This design comes from an exercise in tuning for a short achievable clock period and few clock cycles on the open sky130 flow, not from production work.
The RTL was checked by simulation tests, not by an equivalence proof against the original design.
Power is estimated from default activity; no workload was simulated.

===== flow/run.sh =====
#!/bin/bash
# synth_recipe.tcl (not shown) runs the flow's synth.tcl, then flattens the netlist and writes it again
# the make line also repeats each setting of config.mk as NAME=value (left out here)
make -C /OpenROAD-flow-scripts/flow DESIGN_CONFIG=/design/flow/config.mk WORK_HOME=/design/flow/orfs CLKGATE_MAP_FILE= SYNTH_SCRIPT=/design/flow/synth_recipe.tcl finish

===== flow/config.mk =====
export PLATFORM = sky130hd
export DESIGN_NAME = RV32I
export DESIGN_NICKNAME = RV32I
export VERILOG_FILES = /design/flow/design.v
export SDC_FILE = /design/flow/constraint.sdc
export NUM_CORES = 4
export LEC_CHECK = 0
export ABC_CLOCK_PERIOD_IN_PS = 1200
export CAP_MARGIN = 20
export CORE_MARGIN = 2
export CORE_UTILIZATION = 55
export SETUP_SLACK_MARGIN = 5
export SLEW_MARGIN = 20

===== flow/constraint.sdc =====
create_clock -name core_clock -period 8.0 [get_ports {CLK}]
set_input_delay 1.6000 -clock core_clock [delete_from_list [all_inputs] [get_ports {CLK}]]
set_output_delay 1.6000 -clock core_clock [all_outputs]
set_load 0.01 [all_outputs]

===== flow/design.v =====
module RV32I (
    input  wire         CLK,
    input  wire         RST_X,
    output wire [11:0]  imem_addr,
    input  wire [31:0]  imem_rdata,
    output wire [11:0]  dmem_addr,
    output wire  [3:0]  dmem_we,
    output wire [31:0]  dmem_wdata,
    input  wire [31:0]  dmem_rdata,
    output wire [31:0]  io_addr,
    output wire         io_we,
    output wire [31:0]  io_wdata,
    input  wire [31:0]  io_rdata
  );
    localparam NB = 8;
    wire        mp;           
    reg         mp_q;         
    wire [31:0] redirect;
    wire        stall_d;      
    reg         bv   [0:NB-1];
    reg  [11:0] btag [0:NB-1];
    reg  [11:0] btgt [0:NB-1];
    reg   [1:0] bctr [0:NB-1];
    reg   [2:0] brr;
    reg  [31:0] pc_f;
    reg  [NB-1:0] bh;
    reg  [11:0] b_tgt;
    reg   [1:0] b_ctr;
    reg   [2:0] b_idx;
    integer i;
    always @(*) begin
        b_tgt = 12'h0; b_ctr = 2'b0; b_idx = 3'd0;
        for (i = 0; i < NB; i = i + 1) begin
            bh[i] = bv[i] && (btag[i] == pc_f[13:2]);
            if (bh[i]) begin
                b_tgt = b_tgt | btgt[i];
                b_ctr = b_ctr | bctr[i];
                b_idx = b_idx | i[2:0];
            end
        end
    end
    wire        b_hit = |bh;
    wire        pt_f  = b_hit && b_ctr[1];
    wire [31:0] pn_f  = pt_f ? {pc_f[31:14], b_tgt, 2'b00} : pc_f + 32'd4;
    assign imem_addr = pc_f[13:2];
    reg         v_i;
    reg  [31:0] pc_i;
    reg  [11:0] pn_i;
    reg         pt_i, hit_i;
    reg   [2:0] idx_i;
    reg   [1:0] q;
    reg  [31:0] q0_ins, q0_pc, q1_ins, q1_pc;
    reg  [11:0] q0_pn, q1_pn;
    reg         q0_pt, q0_hit, q1_pt, q1_hit;
    reg   [2:0] q0_idx, q1_idx;
    reg         v_d;
    reg  [31:0] ir_d, pc_d;
    reg  [11:0] pn_d;
    reg         pt_d, hit_d;
    reg   [2:0] idx_d;
    wire        vi    = v_i && !mp_q;
    wire        vd    = v_d && !mp_q;
    wire  [1:0] qe    = mp_q ? 2'd0 : q;
    wire        dacc  = !vd || !stall_d;
    wire        q_ne  = (qe != 2'd0);
    wire        pop   = dacc && q_ne;
    wire        push  = vi && !(dacc && !q_ne);
    wire  [1:0] q_nx  = qe - {1'b0, pop} + {1'b0, push};
    wire        iss   = (qe == 2'd0) || (qe == 2'd1 && !vi);
    always @(posedge CLK) begin
        if (!RST_X) begin
            pc_f <= 32'h10000000;
            v_i  <= 1'b0;
            q    <= 2'd0;
            v_d  <= 1'b0;
            mp_q <= 1'b0;
        end else begin
            if (mp)       pc_f <= redirect;
            else if (iss) pc_f <= pn_f;
            v_i  <= iss;
            q    <= q_nx;
            if (dacc) v_d <= q_ne || vi;
            mp_q <= mp;
        end
    end
    always @(posedge CLK) begin
        pc_i  <= pc_f;
        pn_i  <= b_tgt;
        pt_i  <= pt_f;
        hit_i <= b_hit;
        idx_i <= b_idx;
        if (pop) begin
            q0_ins <= q1_ins; q0_pc <= q1_pc; q0_pn <= q1_pn;
            q0_pt  <= q1_pt;  q0_hit <= q1_hit; q0_idx <= q1_idx;
        end
        if (push) begin
            if (!q_ne || (qe == 2'd1 && pop)) begin
                q0_ins <= imem_rdata; q0_pc <= pc_i; q0_pn <= pn_i;
                q0_pt  <= pt_i; q0_hit <= hit_i; q0_idx <= idx_i;
            end else begin
                q1_ins <= imem_rdata; q1_pc <= pc_i; q1_pn <= pn_i;
                q1_pt  <= pt_i; q1_hit <= hit_i; q1_idx <= idx_i;
            end
        end
        if (dacc) begin
            if (q_ne) begin
                ir_d <= q0_ins; pc_d <= q0_pc; pn_d <= q0_pn;
                pt_d <= q0_pt; hit_d <= q0_hit; idx_d <= q0_idx;
            end else begin
                ir_d <= imem_rdata; pc_d <= pc_i; pn_d <= pn_i;
                pt_d <= pt_i; hit_d <= hit_i; idx_d <= idx_i;
            end
        end
    end
    wire  [6:0] op  = ir_d[6:0];
    wire  [4:0] rd  = ir_d[11:7];
    wire  [2:0] f3  = ir_d[14:12];
    wire  [4:0] rs1 = ir_d[19:15];
    wire  [4:0] rs2 = ir_d[24:20];
    wire  [6:0] f7  = ir_d[31:25];
    wire is_lui   = (op == 7'h37);
    wire is_auipc = (op == 7'h17);
    wire is_jal   = (op == 7'h6F);
    wire is_jalr  = (op == 7'h67);
    wire is_br    = (op == 7'h63);
    wire is_ld    = (op == 7'h03);
    wire is_st    = (op == 7'h23);
    wire is_opi   = (op == 7'h13);
    wire is_op    = (op == 7'h33);
    wire [31:0] imm_I = {{21{ir_d[31]}}, ir_d[30:20]};
    wire [31:0] imm_S = {{21{ir_d[31]}}, ir_d[30:25], ir_d[11:7]};
    wire [31:0] imm_B = {{20{ir_d[31]}}, ir_d[7], ir_d[30:25], ir_d[11:8], 1'b0};
    wire [31:0] imm_U = {ir_d[31:12], 12'b0};
    wire [31:0] imm_J = {{12{ir_d[31]}}, ir_d[19:12], ir_d[20], ir_d[30:21], 1'b0};
    wire [31:0] imm   = is_st ? imm_S : is_br ? imm_B : is_jal ? imm_J :
                        (is_lui || is_auipc) ? imm_U : imm_I;
    wire use1 = is_jalr || is_br || is_ld || is_st || is_opi || is_op;
    wire use2 = is_br || is_st || is_op;
    wire wen  = (is_lui || is_auipc || is_jal || is_jalr || is_op || is_opi || is_ld) && (rd != 5'd0);
    wire sp   = is_lui || is_auipc || is_jal;       
    wire uimm = is_opi || is_ld || is_st || is_jalr || is_lui || is_auipc;
    wire [31:0] pc4_d = pc_d + 32'd4;
    wire [31:0] spv   = is_lui ? 32'h0 : is_auipc ? pc_d : pc4_d;
    wire [31:0] timm  = ir_d[2] ? imm_J : imm_B;
    wire [14:0] tlo_d = {1'b0, pc_d[13:0]} + {1'b0, timm[13:0]};
    wire        skp   = is_br && (imm_B == 32'd8);
    wire [6:0] fn7   = is_opi ? ((f3 == 3'd0) ? 7'd0 : (f7 & 7'h20)) : f7;
    wire       alu_r = is_op || is_opi;
    wire c_add  = !alu_r || (f3 == 3'd0 && fn7 == 7'd0);
    wire c_sub  = alu_r && f3 == 3'd0 && fn7 != 7'd0;
    wire c_sll  = alu_r && f3 == 3'd1;
    wire c_slt  = alu_r && f3 == 3'd2;
    wire c_sltu = alu_r && f3 == 3'd3;
    wire c_xor  = alu_r && f3 == 3'd4;
    wire c_srl  = alu_r && f3 == 3'd5 && !fn7[5];
    wire c_sra  = alu_r && f3 == 3'd5 && fn7[5];
    wire c_or   = alu_r && f3 == 3'd6;
    wire c_and  = alu_r && f3 == 3'd7;
    reg  [31:0] rf [1:31];
    reg         v_e, wen_e0, ld_e0, st_e0, br_e0, jal_e0, jalr_e0;
    reg         pt_e, skp_e, kil;
    reg  [11:0] pn_e;
    reg  [17:0] pch_e, tih_e;
    reg  [13:0] tlo_e;
    reg         tc_e, tz_e, to_e;
    reg         b_eq, b_ne, b_lt, b_ge, b_ltu, b_geu;
    reg         hit_e;
    reg   [4:0] rd_e;
    reg   [2:0] f3_e, idx_e;
    reg  [31:0] opA, opB, opS, pc4_e;
    reg  [11:0] pcw_e;
    reg         e_add, e_sub, e_sll, e_slt, e_sltu, e_xor, e_srl, e_sra, e_or, e_and;
    wire ev     = !mp_q && !kil;      
    wire wen_e  = wen_e0  && ev;
    wire ld_e   = ld_e0   && ev;
    wire st_e   = st_e0   && ev;
    wire br_e   = br_e0   && ev;
    wire jal_e  = jal_e0  && ev;
    reg         wen_m, ld_m;
    reg   [4:0] rd_m;
    reg   [2:0] f3_m;
    reg  [31:0] val_m;
    reg         wen_m2, ld_m2;
    reg   [4:0] rd_m2;
    reg  [31:0] val_m2, iod_m2;
    reg         wen_w;
    reg   [4:0] rd_w;
    reg  [31:0] val_w;
    wire [31:0] res_e;
    wire [31:0] ldv;
    wire hE1 = wen_e  && rd_e  == rs1;
    wire hM1 = wen_m  && rd_m  == rs1;
    wire h21 = wen_m2 && rd_m2 == rs1;
    wire hW1 = wen_w  && rd_w  == rs1;
    wire hE2 = wen_e  && rd_e  == rs2;
    wire hM2 = wen_m  && rd_m  == rs2;
    wire h22 = wen_m2 && rd_m2 == rs2;
    wire hW2 = wen_w  && rd_w  == rs2;
    wire st1 = use1 && (hE1 ? ld_e : hM1 ? ld_m : 1'b0);
    wire st2 = use2 && (hE2 ? ld_e : hM2 ? ld_m : 1'b0);
    assign stall_d = st1 || st2;
    wire [31:0] rf1 = (rs1 == 5'd0) ? 32'h0 : rf[rs1];
    wire [31:0] rf2 = (rs2 == 5'd0) ? 32'h0 : rf[rs2];
    wire [31:0] e1  = (h21 && !hM1) ? val_m2 : hM1 ? val_m : hW1 ? val_w : rf1;
    wire [31:0] e2  = (h22 && !hM2) ? val_m2 : hM2 ? val_m : hW2 ? val_w : rf2;
    wire        l1  = h21 && !hM1 && ld_m2;    
    wire        l2  = h22 && !hM2 && ld_m2;
    wire [31:0] a_early = sp ? spv : e1;
    wire        a_fe    = !sp && hE1;
    wire [31:0] b_early = uimm ? imm : sp ? 32'h0 : e2;
    wire        b_fe    = !uimm && !sp && hE2;
    wire go_e = vd && !stall_d;
    always @(posedge CLK) begin
        if (!RST_X) begin
            v_e <= 1'b0; wen_e0 <= 1'b0; ld_e0 <= 1'b0; st_e0 <= 1'b0;
            br_e0 <= 1'b0; jal_e0 <= 1'b0; jalr_e0 <= 1'b0;
            pt_e <= 1'b0; skp_e <= 1'b0;
        end else begin
            v_e     <= go_e;
            wen_e0  <= go_e && wen;
            ld_e0   <= go_e && is_ld;
            st_e0   <= go_e && is_st;
            br_e0   <= go_e && is_br;
            jal_e0  <= go_e && is_jal;
            jalr_e0 <= go_e && is_jalr;
            pt_e    <= go_e && pt_d;
            skp_e   <= go_e && skp;
        end
    end
    always @(posedge CLK) begin
        rd_e  <= rd;
        f3_e  <= f3;
        hit_e <= hit_d;
        idx_e <= idx_d;
        tlo_e <= tlo_d[13:0];
        tc_e  <= tlo_d[14];
        tih_e <= timm[31:14];
        tz_e  <= (timm[31:14] == 18'h0);
        to_e  <= (timm[31:14] == 18'h3ffff);
        pch_e <= pc_d[31:14];
        pn_e  <= pn_d;
        pc4_e <= pc4_d;
        pcw_e <= pc_d[13:2];
        b_eq  <= (f3 == 3'd0);
        b_ne  <= (f3 == 3'd1);
        b_lt  <= (f3 == 3'd4);
        b_ge  <= (f3 == 3'd5);
        b_ltu <= (f3 == 3'd6);
        b_geu <= (f3 == 3'd7);
        opA   <= a_fe ? res_e : (!sp && l1) ? ldv : a_early;
        opB   <= b_fe ? res_e : (!uimm && !sp && l2) ? ldv : b_early;
        opS   <= hE2 ? res_e : l2 ? ldv : e2;
        e_add <= c_add; e_sub <= c_sub; e_sll <= c_sll; e_slt <= c_slt; e_sltu <= c_sltu;
        e_xor <= c_xor; e_srl <= c_srl; e_sra <= c_sra; e_or <= c_or; e_and <= c_and;
    end
    wire [31:0] sum  = opA + opB;
    wire [31:0] dif  = opA - opB;
    reg  [30:0] ceq, clt;
    integer k, s;
    always @(*) begin
        ceq = ~(opA[30:0] ^ opB[30:0]);
        clt = ~opA[30:0] & opB[30:0];
        for (s = 1; s < 32; s = s * 2) begin
            for (k = 0; k + s < 31; k = k + 2 * s) begin
                clt[k] = clt[k + s] | (ceq[k + s] & clt[k]);
                ceq[k] = ceq[k + s] & ceq[k];
            end
        end
    end
    wire        eq31 = ~(opA[31] ^ opB[31]);
    wire        eq   = eq31 & ceq[0];
    wire        ltu  = (~opA[31] & opB[31]) | (eq31 & clt[0]);
    wire        lts  = (opA[31] & ~opB[31]) | (eq31 & clt[0]);
    wire signed [31:0] sopA = opA;
    wire [31:0] sll  = opA << opB[4:0];
    wire [31:0] srl  = opA >> opB[4:0];
    wire [31:0] sra  = sopA >>> opB[4:0];
    assign res_e = ({32{e_add}}  & sum)
                 | ({32{e_sub}}  & dif)
                 | ({32{e_sll}}  & sll)
                 | ({32{e_slt}}  & {31'b0, lts})
                 | ({32{e_sltu}} & {31'b0, ltu})
                 | ({32{e_xor}}  & (opA ^ opB))
                 | ({32{e_srl}}  & srl)
                 | ({32{e_sra}}  & sra)
                 | ({32{e_or}}   & (opA | opB))
                 | ({32{e_and}}  & (opA & opB));
    wire cond = (b_eq & eq) | (b_ne & ~eq) | (b_lt & lts) | (b_ge & ~lts) |
                (b_ltu & ltu) | (b_geu & ~ltu);
    wire [31:0] tgt_e = {pch_e + tih_e + {17'h0, tc_e}, tlo_e};
    wire        hi_ok = (tz_e && !tc_e) || (to_e && tc_e);
    wire        ok_e  = pt_e && hi_ok && (tlo_e[13:2] == pn_e) && (tlo_e[1:0] == 2'b00);
    wire mpx_e = jalr_e0 || (jal_e0 && !ok_e) || (!br_e0 && !jal_e0 && pt_e);
    wire mpa_e = br_e0 && pt_e;
    wire mpb_e = br_e0 && (skp_e ? pt_e : !ok_e);
    assign mp = !mp_q && (kil ? pt_e : (mpx_e || (cond ? mpb_e : mpa_e)));
    assign redirect = kil ? pc4_e : jalr_e0 ? sum : ((br_e0 && cond) || jal_e0) ? tgt_e : pc4_e;
    always @(posedge CLK) begin
        if (!RST_X)                                        kil <= 1'b0;
        else if (!mp_q && !kil && skp_e && cond && !pt_e)  kil <= 1'b1;
        else if (v_e)                                      kil <= 1'b0;
    end
    reg         u_v, u_tk, u_hit;
    reg   [2:0] u_idx;
    reg  [11:0] u_pc, u_tgt;
    always @(posedge CLK) begin
        if (!RST_X) u_v <= 1'b0;
        else        u_v <= (br_e && !skp_e) || jal_e;
        u_tk  <= (br_e0 && cond) || jal_e0;
        u_hit <= hit_e;
        u_idx <= idx_e;
        u_pc  <= pcw_e;
        u_tgt <= tgt_e[13:2];
    end
    wire u_match = u_hit && bv[u_idx] && (btag[u_idx] == u_pc);
    integer j;
    always @(posedge CLK) begin
        if (!RST_X) begin
            for (j = 0; j < NB; j = j + 1) bv[j] <= 1'b0;
            brr <= 3'd0;
        end else if (u_v) begin
            if (u_match) begin
                if (u_tk) begin
                    if (bctr[u_idx] != 2'd3) bctr[u_idx] <= bctr[u_idx] + 2'd1;
                end else begin
                    if (bctr[u_idx] != 2'd0) bctr[u_idx] <= bctr[u_idx] - 2'd1;
                end
            end else if (u_tk) begin
                bv[brr]   <= 1'b1;
                btag[brr] <= u_pc;
                btgt[brr] <= u_tgt;
                bctr[brr] <= 2'd2;
                brr       <= brr + 3'd1;
            end
        end
    end
    wire        loc_e = (sum[31:28] == 4'h1);
    wire  [3:0] we_sb = 4'b0001 << sum[1:0];
    wire  [3:0] we_sh = 4'b0011 << {sum[1], 1'b0};
    wire  [3:0] we_b  = (f3_e[1:0] == 2'd2) ? 4'b1111 : (f3_e[1:0] == 2'd1) ? we_sh : we_sb;
    reg   [3:0] m_we;
    reg         m_iowe;
    reg  [31:0] m_wd, m_iowd;
    always @(posedge CLK) begin
        if (!RST_X) begin
            wen_m <= 1'b0; ld_m <= 1'b0; m_we <= 4'b0; m_iowe <= 1'b0;
        end else begin
            wen_m  <= wen_e;
            ld_m   <= ld_e;
            m_we   <= (st_e && loc_e) ? we_b : 4'b0;
            m_iowe <= st_e && !loc_e;
        end
        rd_m   <= rd_e;
        f3_m   <= f3_e;
        val_m  <= jalr_e0 ? pc4_e : res_e;
        m_wd   <= (f3_e[1:0] == 2'd0) ? {4{opS[7:0]}} : (f3_e[1:0] == 2'd1) ? {2{opS[15:0]}} : opS;
        m_iowd <= opS;
    end
    assign dmem_addr  = val_m[13:2];
    assign dmem_we    = m_we;
    assign dmem_wdata = m_wd;
    assign io_addr    = val_m;
    assign io_we      = m_iowe;
    assign io_wdata   = m_iowd;
    wire [1:0] am    = val_m[1:0];
    wire       io_mn = (val_m[31:28] != 4'h1);
    wire       lb_m  = (f3_m[1:0] == 2'b00);
    wire       lh_m  = (f3_m[1:0] == 2'b01);
    reg  [3:0] s0, s1, sg;
    reg        s1e, sw, shs, sio;
    always @(posedge CLK) begin
        if (!RST_X) begin
            wen_m2 <= 1'b0; ld_m2 <= 1'b0;
        end else begin
            wen_m2 <= wen_m;
            ld_m2  <= ld_m;
        end
        rd_m2  <= rd_m;
        val_m2 <= val_m;
        iod_m2 <= io_rdata;
        sio    <= io_mn;
        s0     <= io_mn ? 4'b0 : (4'b0001 << am);
        s1     <= (io_mn || lb_m) ? 4'b0 : (4'b0010 << am);
        sg     <= (io_mn || f3_m[2]) ? 4'b0 : lb_m ? (4'b0001 << am) : lh_m ? (4'b0010 << am) : 4'b0;
        s1e    <= !io_mn && lb_m;
        sw     <= !io_mn && !lb_m && !lh_m;
        shs    <= !io_mn && (lb_m || lh_m);
    end
    wire [31:0] rdd  = dmem_rdata;
    wire        sgn  = |(sg & {rdd[31], rdd[23], rdd[15], rdd[7]});
    wire  [7:0] lb0  = ({8{s0[0]}} & rdd[7:0]) | ({8{s0[1]}} & rdd[15:8]) |
                       ({8{s0[2]}} & rdd[23:16]) | ({8{s0[3]}} & rdd[31:24]) |
                       ({8{sio}} & iod_m2[7:0]);
    wire  [7:0] lb1  = ({8{s1[1]}} & rdd[15:8]) | ({8{s1[3]}} & rdd[31:24]) |
                       ({8{s1e & sgn}}) | ({8{sio}} & iod_m2[15:8]);
    wire [15:0] lhi  = ({16{sw}} & rdd[31:16]) | ({16{shs & sgn}}) | ({16{sio}} & iod_m2[31:16]);
    assign ldv = {lhi, lb1, lb0};
    always @(posedge CLK) begin
        if (!RST_X) wen_w <= 1'b0;
        else        wen_w <= wen_m2;
        rd_w  <= rd_m2;
        val_w <= ld_m2 ? ldv : val_m2;
    end
    always @(posedge CLK) begin
        if (wen_w) rf[rd_w] <= val_w;
    end
endmodule

==> results of run 1 <==
[worst paths after layout]
| kind | start | end | cells after the start |
|---|---|---|---|
| worst max-delay path | opB[24] | pc_f[5] | 14 |
| worst min-delay path | idx_e[0] | u_idx[0] | 0 |
| worst max register to register | opB[24] | pc_f[5] | 14 |
| worst min register to register | idx_e[0] | u_idx[0] | 0 |
[synthesized netlist by cell type, drive strengths merged (21+ instances only)]
| library cell | instances | area [um^2] |
|---|---|---|
| a211oi | 120 | 913 |
| a31oi | 47 | 313 |
| a21oi | 440 | 2210 |
| clkbuf | 328 | 1230 |
| and2 | 40 | 250 |
| nor3 | 100 | 500 |
| a21o | 62 | 465 |
| o21ai | 316 | 1590 |
| edfxtp | 1362 | 40900 |
| mux4 | 634 | 14300 |
| inv | 146 | 548 |
| a221oi | 66 | 591 |
| buf | 214 | 1170 |
| dfxtp | 675 | 13500 |
| o21a | 22 | 166 |
| nand4 | 64 | 400 |
| o221ai | 41 | 359 |
| mux2i | 275 | 2770 |
| ha | 163 | 2040 |
| and3 | 51 | 319 |
| o2111ai | 21 | 184 |
| o211ai | 42 | 320 |
| a22oi | 76 | 571 |
| or3 | 22 | 138 |
| nor2b | 35 | 219 |
| o31ai | 23 | 173 |
| nand2 | 359 | 1350 |
| nand3 | 104 | 521 |
| nor4 | 43 | 297 |
| nand2b | 33 | 206 |
| mux2 | 144 | 1620 |
| xor2 | 70 | 613 |
| xnor2 | 196 | 1720 |
| nor2 | 564 | 2120 |
[layout make-up]
class / count / area (um^2)
repair inverters: 4 / 40.0
multi-input cells: 4486 / 46300
repair buffers: 1203 / 13500
diodes: 8 / 20.0
fillers: 11644 / 50500
flip-flops and latches: 2037 / 54800
clock buffers: 270 / 5810
well taps: 2340 / 2930
clock inverters: 108 / 1320
inverters: 154 / 662
[cell families after synthesis]
family                   Yosys count
AO/OA/AOI/OAI                   1495
XOR/XNOR                         266
adder cells (fa/ha/maj)          168
buffers and inverters            696
flip-flops                      2037
multiplexers                    1053
AND/OR/NAND/NOR                 1486
[per-layer routing]
layer	vias to the layer above	GRT usage (%)	wire length, um
met5	-	0	95
met4	14	27.7	32100
met3	1344	10.2	45300
met2	5471	65.6	179000
met1	37653	54.0	138000
li1	29934	-	-
[per-stage QoR]
step / hold WS (ns) / area, um^2 / power [W]
6_report: 0.330 / 125000 / 0.0615
5_1_grt: 0.337 / 125000 / 0.0629
4_1_cts: 0.326 / 121000 / 0.0572
3_5_place_dp: 0.312 / 102000 / 0.0399
3_3_place_gp: 0.311 / 102000 / 0.0399
2_1_floorplan: 0.309 / 98100 / 0.0308
[worst max-delay path, delay by kind of cell, from the launching register on]
family / cells / cell delay (ns)
flip-flops: 1 / 0.52
buffers and inverters: 4 / 0.64
adder cells (fa/ha/maj): 1 / 0.33
AO/OA/AOI/OAI: 7 / 1.41
AND/OR/NAND/NOR: 1 / 0.26
multiplexers: 1 / 0.40
[cell usage in the layout, fill, tap and decap left out, types with 102 or more instances in the layout]
| cell | count |
|---|---|
| clkbuf_16 | 231 |
| a21oi_1 | 308 |
| dfxtp_1 | 537 |
| nand2_1 | 326 |
| mux2i_1 | 238 |
| buf_6 | 222 |
| edfxtp_1 | 1362 |
| mux4_2 | 634 |
| buf_12 | 102 |
| xnor2_1 | 185 |
| nor2_4 | 118 |
| mux2_2 | 123 |
| ha_1 | 120 |
| o21ai_0 | 189 |
| inv_1 | 122 |
| buf_4 | 578 |
| nor2_1 | 401 |
[repair_timing]
action / 4_1_cts / 5_1_grt
gates resized for setup: 1789 / 520
pin swaps: 270 / 250
setup buffers: 509 / 213
endpoints found under the setup margin: 837 / 715
cloned: 84 / 20
[power groups by stage]
stage | clock network (W) | registers (W) | logic [W]
after CTS | 0.0102 | 0.0169 | 0.0302
final | 0.0102 | 0.0171 | 0.0342
after global placement | 0 | 0.0176 | 0.0222
after floorplan | 0 | 0.0155 | 0.0153
after detailed placement | 0 | 0.0177 | 0.0223
after global routing | 0.0107 | 0.0171 | 0.0351
==> results.toml, run 1 <==
[setup_path]
crit_fanout = 17
critPathArrivalTime_ns = 4.44
path_cells = "inv_1, ha_4, nor4b_4, buf_4, a21boi_4, o41ai_4, a31oi_4, mux2i_4, buf_6, a21boi_4, buf_12, o211ai_1, a21o_1, a31oi_1"
required_ns = 8.77
slowest_stage = "dfxtp_1"
path_class = "reg -> reg"
r2r_slack_ns = 4.33
crit_top_cell = "a21boi_4"
end_kind = "register"
crit_path_start_kind = "register"
critPathMaxStageDelay_ns = 0.52

[timing]
skew_ns = 0.0402
maxSlewViolCount = 0
fin_crit_sh_pct = 45.8
final.setup.tns_ns = 0
grt_setup_unrepaired = "true"
hold_viol = 0
setup_ws_ns = 4.33
fmax_ghz = 0.273
slew_headroom_pct = 14.3
tightest_slew_ns = 1.28
setup_violations = 0
min_period_ns = 3.67

[clock_network]
cts_sinks = 2037
root_buffer = "clkbuf_16"
path_clk_slew_ns = 0.07
htree_levels = 4
cts_tree = "yes"
ctsLongestPathBuffers = 3
cts_inserted_buffers = 206
clk_latency_ns = 0.90
postCtsHoldBufs = 0

[global_routing]
grt_pass1_wl_um = 541000
grt_overflow_total = 0
grt_max_degree = 70
first_global_vias = 70783
grt_usage_pct = 42.5
antenna_found_initial = 26

[detailed_routing]
drc_errors = 0
via_per_inst = 7.01
vias = 74416
antenna_left = 0
wirelength_um = 395000
dr.pass1.iters = 8
routedWlPerCell_um = 37.2
drt-initial-drc-count = 12183

[place]
hpwlAfterDp_um = 235000
post-place-ws_ns = 2.74
port_buffers = 222
place_inst = 9395
routabilityCongestion = 1.03

[yosys]
synthCells = 7201
synth_edf_count = 1362
synth_seq_cells = 2037
synth_fa_ha_area_share_pct = 2.20
synth-async-reset-ratio_pct = 0
syn_area_mm2 = 0.0972
syn_area_per_cell_um2 = 13.5
synth_xor_area_share_pct = 2.40
synthMuxAreaShare_pct = 19.2
synth_flop_cell = "edfxtp_1"
synth_top_family_by_area = "multiplexers"
synth-simple-area-share_pct = 7.09
synth_cell_types = 104
synth-seq-area-share_pct = 56.0
syn_nets = 7467
yosysWarnings = 1
synth_compound_gate_area_share_pct = 10.1

[pwr]
intPower_w = 0.0355
vdd_drop_max_v = 0.000335
p_leak_nw = 44.7
pwr-share-comb_pct = 55.6
power_density_mw_per_mm2 = 490
clockPowerShare_pct = 16.6
switchingPower_w = 0.0260
swShare_pct = 42.2
seqPwrFrac_pct = 27.8

[floorplan]
coreArea_mm2 = 0.176
die_h_um = 424
fp.dieW_um = 424
rows = 154
fp.dieArea_mm2 = 0.180
start_util_pct = 55.3
ioPinCount = 223

[final_layout]
drive_above_1_share_pct = 39.3
largest_reg_flops = 992
utilization_pct = 71.3
instances_no_fill = 10610
largest-register = "rf"
nNetsFinal = 8358
area_growth_pct = 28.9
largestRegisters = "rf: 992 flops, btag: 96 flops, btgt: 96 flops"

[run_status]
status = "timing/DRC/antenna clean"

[min_path]
hold_path.class = "reg -> reg"

[run]
maxCapViolCount = 0
Testbench counts, summed over its fixed seeds: cycles 933,141.
==> run 2, diff against run 1 <==
--- a/flow/design.v
+++ b/flow/design.v
@@ -17,3 +17,4 @@
     reg         mp_q;         
-    wire [31:0] redirect;
+    wire [31:0] nT, nF;       
+    wire        cond;
     wire        stall_d;      
@@ -29,2 +30,3 @@
     reg   [2:0] b_idx;
+    reg  [NB-1:0] bc1;
     integer i;
@@ -34,2 +36,3 @@
             bh[i] = bv[i] && (btag[i] == pc_f[13:2]);
+            bc1[i] = bctr[i][1];
             if (bh[i]) begin
@@ -42,5 +45,6 @@
     wire        b_hit = |bh;
-    wire        pt_f  = b_hit && b_ctr[1];
+    wire        pt_f  = |(bh & bc1);
     wire [31:0] pn_f  = pt_f ? {pc_f[31:14], b_tgt, 2'b00} : pc_f + 32'd4;
-    assign imem_addr = pc_f[13:2];
+    reg  [11:0] ia_n;
+    assign imem_addr = ~ia_n;
     reg         v_i;
@@ -72,2 +76,3 @@
             pc_f <= 32'h10000000;
+            ia_n <= 12'hfff;
             v_i  <= 1'b0;
@@ -77,4 +82,4 @@
         end else begin
-            if (mp)       pc_f <= redirect;
-            else if (iss) pc_f <= pn_f;
+            pc_f <= cond ? nT : nF;
+            ia_n <= ~(cond ? nT[13:2] : nF[13:2]);
             v_i  <= iss;
@@ -181,3 +186,5 @@
     reg   [2:0] f3_m;
-    reg  [31:0] val_m;
+    reg  [31:0] val_m;        
+    reg  [31:0] lnk_m;
+    reg         jl_m;
     reg         wen_m2, ld_m2;
@@ -190,10 +197,28 @@
     wire [31:0] ldv;
-    wire hE1 = wen_e  && rd_e  == rs1;
-    wire hM1 = wen_m  && rd_m  == rs1;
-    wire h21 = wen_m2 && rd_m2 == rs1;
-    wire hW1 = wen_w  && rd_w  == rs1;
-    wire hE2 = wen_e  && rd_e  == rs2;
-    wire hM2 = wen_m  && rd_m  == rs2;
-    wire h22 = wen_m2 && rd_m2 == rs2;
-    wire hW2 = wen_w  && rd_w  == rs2;
+    wire [31:0] nx_ins = q_ne ? q0_ins : imem_rdata;
+    wire  [4:0] nrs1   = nx_ins[19:15];
+    wire  [4:0] nrs2   = nx_ins[24:20];
+    reg         mE1, mM1, m21, mW1, mE2, mM2, m22, mW2;
+    reg  [31:0] oh1, oh2;
+    always @(posedge CLK) begin
+        if (dacc) begin
+            mE1 <= (nrs1 == rd);   mM1 <= (nrs1 == rd_e);
+            m21 <= (nrs1 == rd_m); mW1 <= (nrs1 == rd_m2);
+            mE2 <= (nrs2 == rd);   mM2 <= (nrs2 == rd_e);
+            m22 <= (nrs2 == rd_m); mW2 <= (nrs2 == rd_m2);
+            oh1 <= 32'd1 << nrs1;
+            oh2 <= 32'd1 << nrs2;
+        end else begin
+            mE1 <= 1'b0; mM1 <= mE1; m21 <= mM1; mW1 <= m21;
+            mE2 <= 1'b0; mM2 <= mE2; m22 <= mM2; mW2 <= m22;
+        end
+    end
+    wire hE1 = wen_e  && mE1;
+    wire hM1 = wen_m  && mM1;
+    wire h21 = wen_m2 && m21;
+    wire hW1 = wen_w  && mW1;
+    wire hE2 = wen_e  && mE2;
+    wire hM2 = wen_m  && mM2;
+    wire h22 = wen_m2 && m22;
+    wire hW2 = wen_w  && mW2;
     wire st1 = use1 && (hE1 ? ld_e : hM1 ? ld_m : 1'b0);
@@ -201,4 +226,11 @@
     assign stall_d = st1 || st2;
-    wire [31:0] rf1 = (rs1 == 5'd0) ? 32'h0 : rf[rs1];
-    wire [31:0] rf2 = (rs2 == 5'd0) ? 32'h0 : rf[rs2];
+    reg  [31:0] rf1, rf2;
+    integer r;
+    always @(*) begin
+        rf1 = 32'h0; rf2 = 32'h0;
+        for (r = 1; r < 32; r = r + 1) begin
+            rf1 = rf1 | ({32{oh1[r]}} & rf[r]);
+            rf2 = rf2 | ({32{oh2[r]}} & rf[r]);
+        end
+    end
     wire [31:0] e1  = (h21 && !hM1) ? val_m2 : hM1 ? val_m : hW1 ? val_w : rf1;
@@ -287,3 +319,3 @@
                  | ({32{e_and}}  & (opA & opB));
-    wire cond = (b_eq & eq) | (b_ne & ~eq) | (b_lt & lts) | (b_ge & ~lts) |
+    assign cond = (b_eq & eq) | (b_ne & ~eq) | (b_lt & lts) | (b_ge & ~lts) |
                 (b_ltu & ltu) | (b_geu & ~ltu);
@@ -296,3 +328,11 @@
     assign mp = !mp_q && (kil ? pt_e : (mpx_e || (cond ? mpb_e : mpa_e)));
-    assign redirect = kil ? pc4_e : jalr_e0 ? sum : ((br_e0 && cond) || jal_e0) ? tgt_e : pc4_e;
+    wire        mx  = !mp_q && (kil ? pt_e : mpx_e);
+    wire        mT  = !mp_q && !kil && mpb_e;
+    wire        mF  = !mp_q && !kil && mpa_e;
+    wire [31:0] rx  = kil ? pc4_e : jalr_e0 ? sum : jal_e0 ? tgt_e : pc4_e;
+    wire [31:0] nrm = iss ? pn_f : pc_f;
+    wire [31:0] rT  = mx ? rx : tgt_e;
+    wire [31:0] rF  = mx ? rx : pc4_e;
+    assign nT = (mx || mT) ? rT : nrm;
+    assign nF = (mx || mF) ? rF : nrm;
     always @(posedge CLK) begin
@@ -314,3 +354,3 @@
     end
-    wire u_match = u_hit && bv[u_idx] && (btag[u_idx] == u_pc);
+    wire u_match = u_hit;
     integer j;
@@ -354,3 +394,5 @@
         f3_m   <= f3_e;
-        val_m  <= jalr_e0 ? pc4_e : res_e;
+        val_m  <= res_e;
+        lnk_m  <= pc4_e;
+        jl_m   <= jalr_e0;
         m_wd   <= (f3_e[1:0] == 2'd0) ? {4{opS[7:0]}} : (f3_e[1:0] == 2'd1) ? {2{opS[15:0]}} : opS;
@@ -358,6 +400,11 @@
     end
-    assign dmem_addr  = val_m[13:2];
+    reg  [31:0] ma;
+    always @(posedge CLK) begin
+        if (!RST_X) ma <= 32'h0;
+        else        ma <= sum;
+    end
+    assign dmem_addr  = ma[13:2];
     assign dmem_we    = m_we;
     assign dmem_wdata = m_wd;
-    assign io_addr    = val_m;
+    assign io_addr    = ma;
     assign io_we      = m_iowe;
@@ -378,3 +425,3 @@
         rd_m2  <= rd_m;
-        val_m2 <= val_m;
+        val_m2 <= jl_m ? lnk_m : val_m;
         iod_m2 <= io_rdata;
--- a/flow/config.mk
+++ b/flow/config.mk
@@ -10,3 +10,3 @@
 export CORE_MARGIN = 2
-export CORE_UTILIZATION = 55
+export CORE_UTILIZATION = 50
 export SETUP_SLACK_MARGIN = 5
==> results.toml, run 2 <==
[pwr]
p_leak_nw = 42.2
switchingPower_w = 0.0251
intPower_w = 0.0323
clockPowerShare_pct = 18.4
p_total_w = 0.0574
pwr-share-comb_pct = 50.6
seqPwrFrac_pct = 31.0
vdd_drop_max_v = 0.000261
swShare_pct = 43.8
power_density_mw_per_mm2 = 484

[clock_network]
cts_sinks = 2174
root_buffer = "clkbuf_16"
ctsLongestPathBuffers = 3
path_clk_slew_ns = 0.07
cts_inserted_buffers = 216
clk_latency_ns = 0.89
postCtsHoldBufs = 0
cts_tree = "yes"
htree_levels = 4

[yosys]
synth.most_common_cell = "edfxtp_1"
synthCells = 7825
synth_area_leaders = "edfxtp_1 (45%), dfxtp_1 (16%), a221oi_1 (4.2%), a22o_1 (3.4%), a22oi_1 (2.4%)"
yosysWarnings = 1
synth_flop_cell = "edfxtp_1"
synth-seq-area-share_pct = 60.4
synth_cell_types = 107
netlist.area_leader.share_pct = 44.7
synth-async-reset-ratio_pct = 0
yosys-top-cells-count = "edfxtp_1 (1424), dfxtp_1 (750), nor2_1 (586), a221oi_1 (454), nand2_1 (438)"
synth_seq_cells = 2174
synth_edf_count = 1424
synth_top_cell_by_area = "edfxtp_1"
syn_nets = 8091
syn_area_per_cell_um2 = 12.2
syn_area_mm2 = 0.0956

[timing]
setup_violations = 0
whs_ns = 0.327
fin_crit_sh_pct = 45.8
skew_ns = 0.0851
setup_ws_ns = 4.34
final.setup.tns_ns = 0
maxSlewViolCount = 0
slew_headroom_pct = 21.1
tightest_slew_ns = 1.18
grt_setup_unrepaired = "true"
hold_viol = 0
fmax_ghz = 0.273
min_period_ns = 3.66

[floorplan]
die_h_um = 441
fp.dieW_um = 441
start_util_pct = 50.3
ioPinCount = 223
fp.dieArea_mm2 = 0.195
rows = 160
coreArea_mm2 = 0.190

[setup_path]
end_kind = "register"
worst_path_dominant_cell_family = "compound AO/OA/AOI/OAI gates"
required_ns = 8.76
slowest_stage = "dfxtp_4"
r2r_slack_ns = 4.34
path_cells = "inv_4, ha_4, fa_2, o21ba_4, o2111a_2, o31ai_4, buf_6, a21o_1, a21oi_4, a221o_1, nand2_2, nand3_4, a21o_1, a22o_4"
crit_top_cell = "a21o_1"
critPathMaxStageDelay_ns = 0.45
cp_num_buf_inv = 2
crit_fanout = 5
critPathArrivalTime_ns = 4.42
crit_path_start_kind = "register"
path_class = "reg -> reg"

[min_path]
hold_path.class = "reg -> reg"

[global_routing]
antenna_found_initial = 47
grt_overflow_total = 0
grt_usage_pct = 45.3
first_global_vias = 76587
grt_pass1_wl_um = 614000
grt_max_degree = 67

[detailed_routing]
dr.pass1.iters = 15
via_per_inst = 7.41
vias = 82856
drc_errors = 0
routedWlPerCell_um = 41.2
drt-initial-drc-count = 15631
wirelength_um = 460000
antenna_left = 0

[final_layout]
largest_reg_flops = 992
area_growth_pct = 24.0
nNetsFinal = 8720
largest-register = "rf"
largestRegisters = "rf: 992 flops, btag: 96 flops, btgt: 96 flops"
mostFrequentLayoutCells = "edfxtp_1 (1424), dfxtp_1 (647), nor2_1 (508)"
drive_above_1_share_pct = 25.8
n_fill_cell = 14717
utilization_pct = 62.4
final_common_cell = "edfxtp_1"

[place]
post-place-ws_ns = 2.67
routabilityCongestion = 1.06
port_buffers = 222
hpwlAfterDp_um = 277000

[run]
maxCapViolCount = 0

[run_status]
status = "timing/DRC/antenna clean"
run 2: changes by cell type in the layout (fill, tap and decap cells not counted), moves of 89 or more:
cell / before / now
a221oi_1: 20 / 386
a22o_1: 13 / 367
a22oi_1: 70 / 299
buf_4: 578 / 473
buf_6: 222 / 127
dfxtp_1: 537 / 647
mux2i_1: 238 / 138
mux4_2: 634 / 60
nand2_1: 326 / 415
nand4_1: 64 / 230
nor2_1: 401 / 508
run 2: repair_timing:
action | CTS | global route
pin swaps | 194 | 204
setup endpoints to repair | 674 | 332
cloned | 25 | 13
buffers inserted | 307 | 125
gates resized for setup | 1339 | 407
run 2: cells by family after synthesis:
logic type	count (synthesis)	share of synthesized area, %
and+or+nand+nor	1777	8.84
muxes	351	4.64
DFF	2174	60.4
AOI/OAI and AO/OA	2365	18.3
adders and majority gates	168	2.24
xor gates and xnor gates	258	2.36
buffers and inverters	732	3.13
run 2: final timing paths:
| path | startpoint | to | depth (start not counted) |
|---|---|---|---|
| min reg2reg | pcw_e[8] | u_pc[8] | 0 |
| max | opA[0] | opB[10] | 14 |
| max reg2reg | opA[0] | opB[10] | 14 |
| min | pcw_e[8] | u_pc[8] | 0 |
run 2: per-layer routing:
layer  vias to the layer above  track usage, %  wire length (um)
met3                      2639            18.5             70800
li1                      32035               -                 -
met4                        38            32.9             45300
met2                      8187            65.2            190000
met1                     39957            54.8            154000
met5                         -           0.122               403
run 2: power groups by stage:
stage          sequential, W  combinational, W  clock (W)
2_1_floorplan         0.0166            0.0117          0
3_3_place_gp          0.0179            0.0199          0
3_5_place_dp          0.0179            0.0201          0
4_1_cts               0.0175            0.0251     0.0106
5_1_grt               0.0178            0.0294     0.0110
6_report              0.0178            0.0290     0.0106
run 2: per-stage QoR:
stage	instances	area, um^2
6_report	11177	119000
4_1_cts	11014	115000
2_1_floorplan	7825	96500
3_5_place_dp	10276	102000
3_3_place_gp	10273	102000
5_1_grt	11156	118000
run 2: cell type report:
type                    count  area [um^2]  share of cell area, %
diodes                     24         60.1                 0.0507
well taps                2511         3140                   2.65
flip-flops and latches   2174        58000                   49.0
repair inverters            3         26.3                 0.0222
repair buffers            926         8930                   7.53
multi-input cells        4933        40100                   33.9
inverters                 200          852                  0.719
clock buffers             275         5970                   5.04
clock inverters           131         1370                   1.15
Testbench counts of run 2, summed over its fixed seeds: cycles 933,141.

[afterwards: timing with drivers on the ports]
No port has a modelled driver above. Below, the same layouts with a new extraction and two added sets of constraints.
Step 1, drivers: a clkbuf_16 drives CLK and a buf_2 each remaining input, both assumed.
Step 2 times the ports against the registers' clock, not the clock port: input delays grow and output delays shrink by t, the midpoint of the rising clock arrivals with the driver on.
Slacks: ideal / step 1 / step 2; pairs: ideal / step 1.
| run | t (ns) | slack for setup (ns) | worst slew at a driven data input, ns |
|---|---|---|---|
| run 1 | 0.964 | 4.333 / 4.333 / 3.731 | 0.07 |
| run 2 | 0.936 | 4.338 / 4.338 / 3.716 | 0.08 |
After both steps setup and hold are still met in every run listed. The setup slack of run 2, which loses most, moves by 0.000 ns with the drivers and by -0.622 ns with both steps.
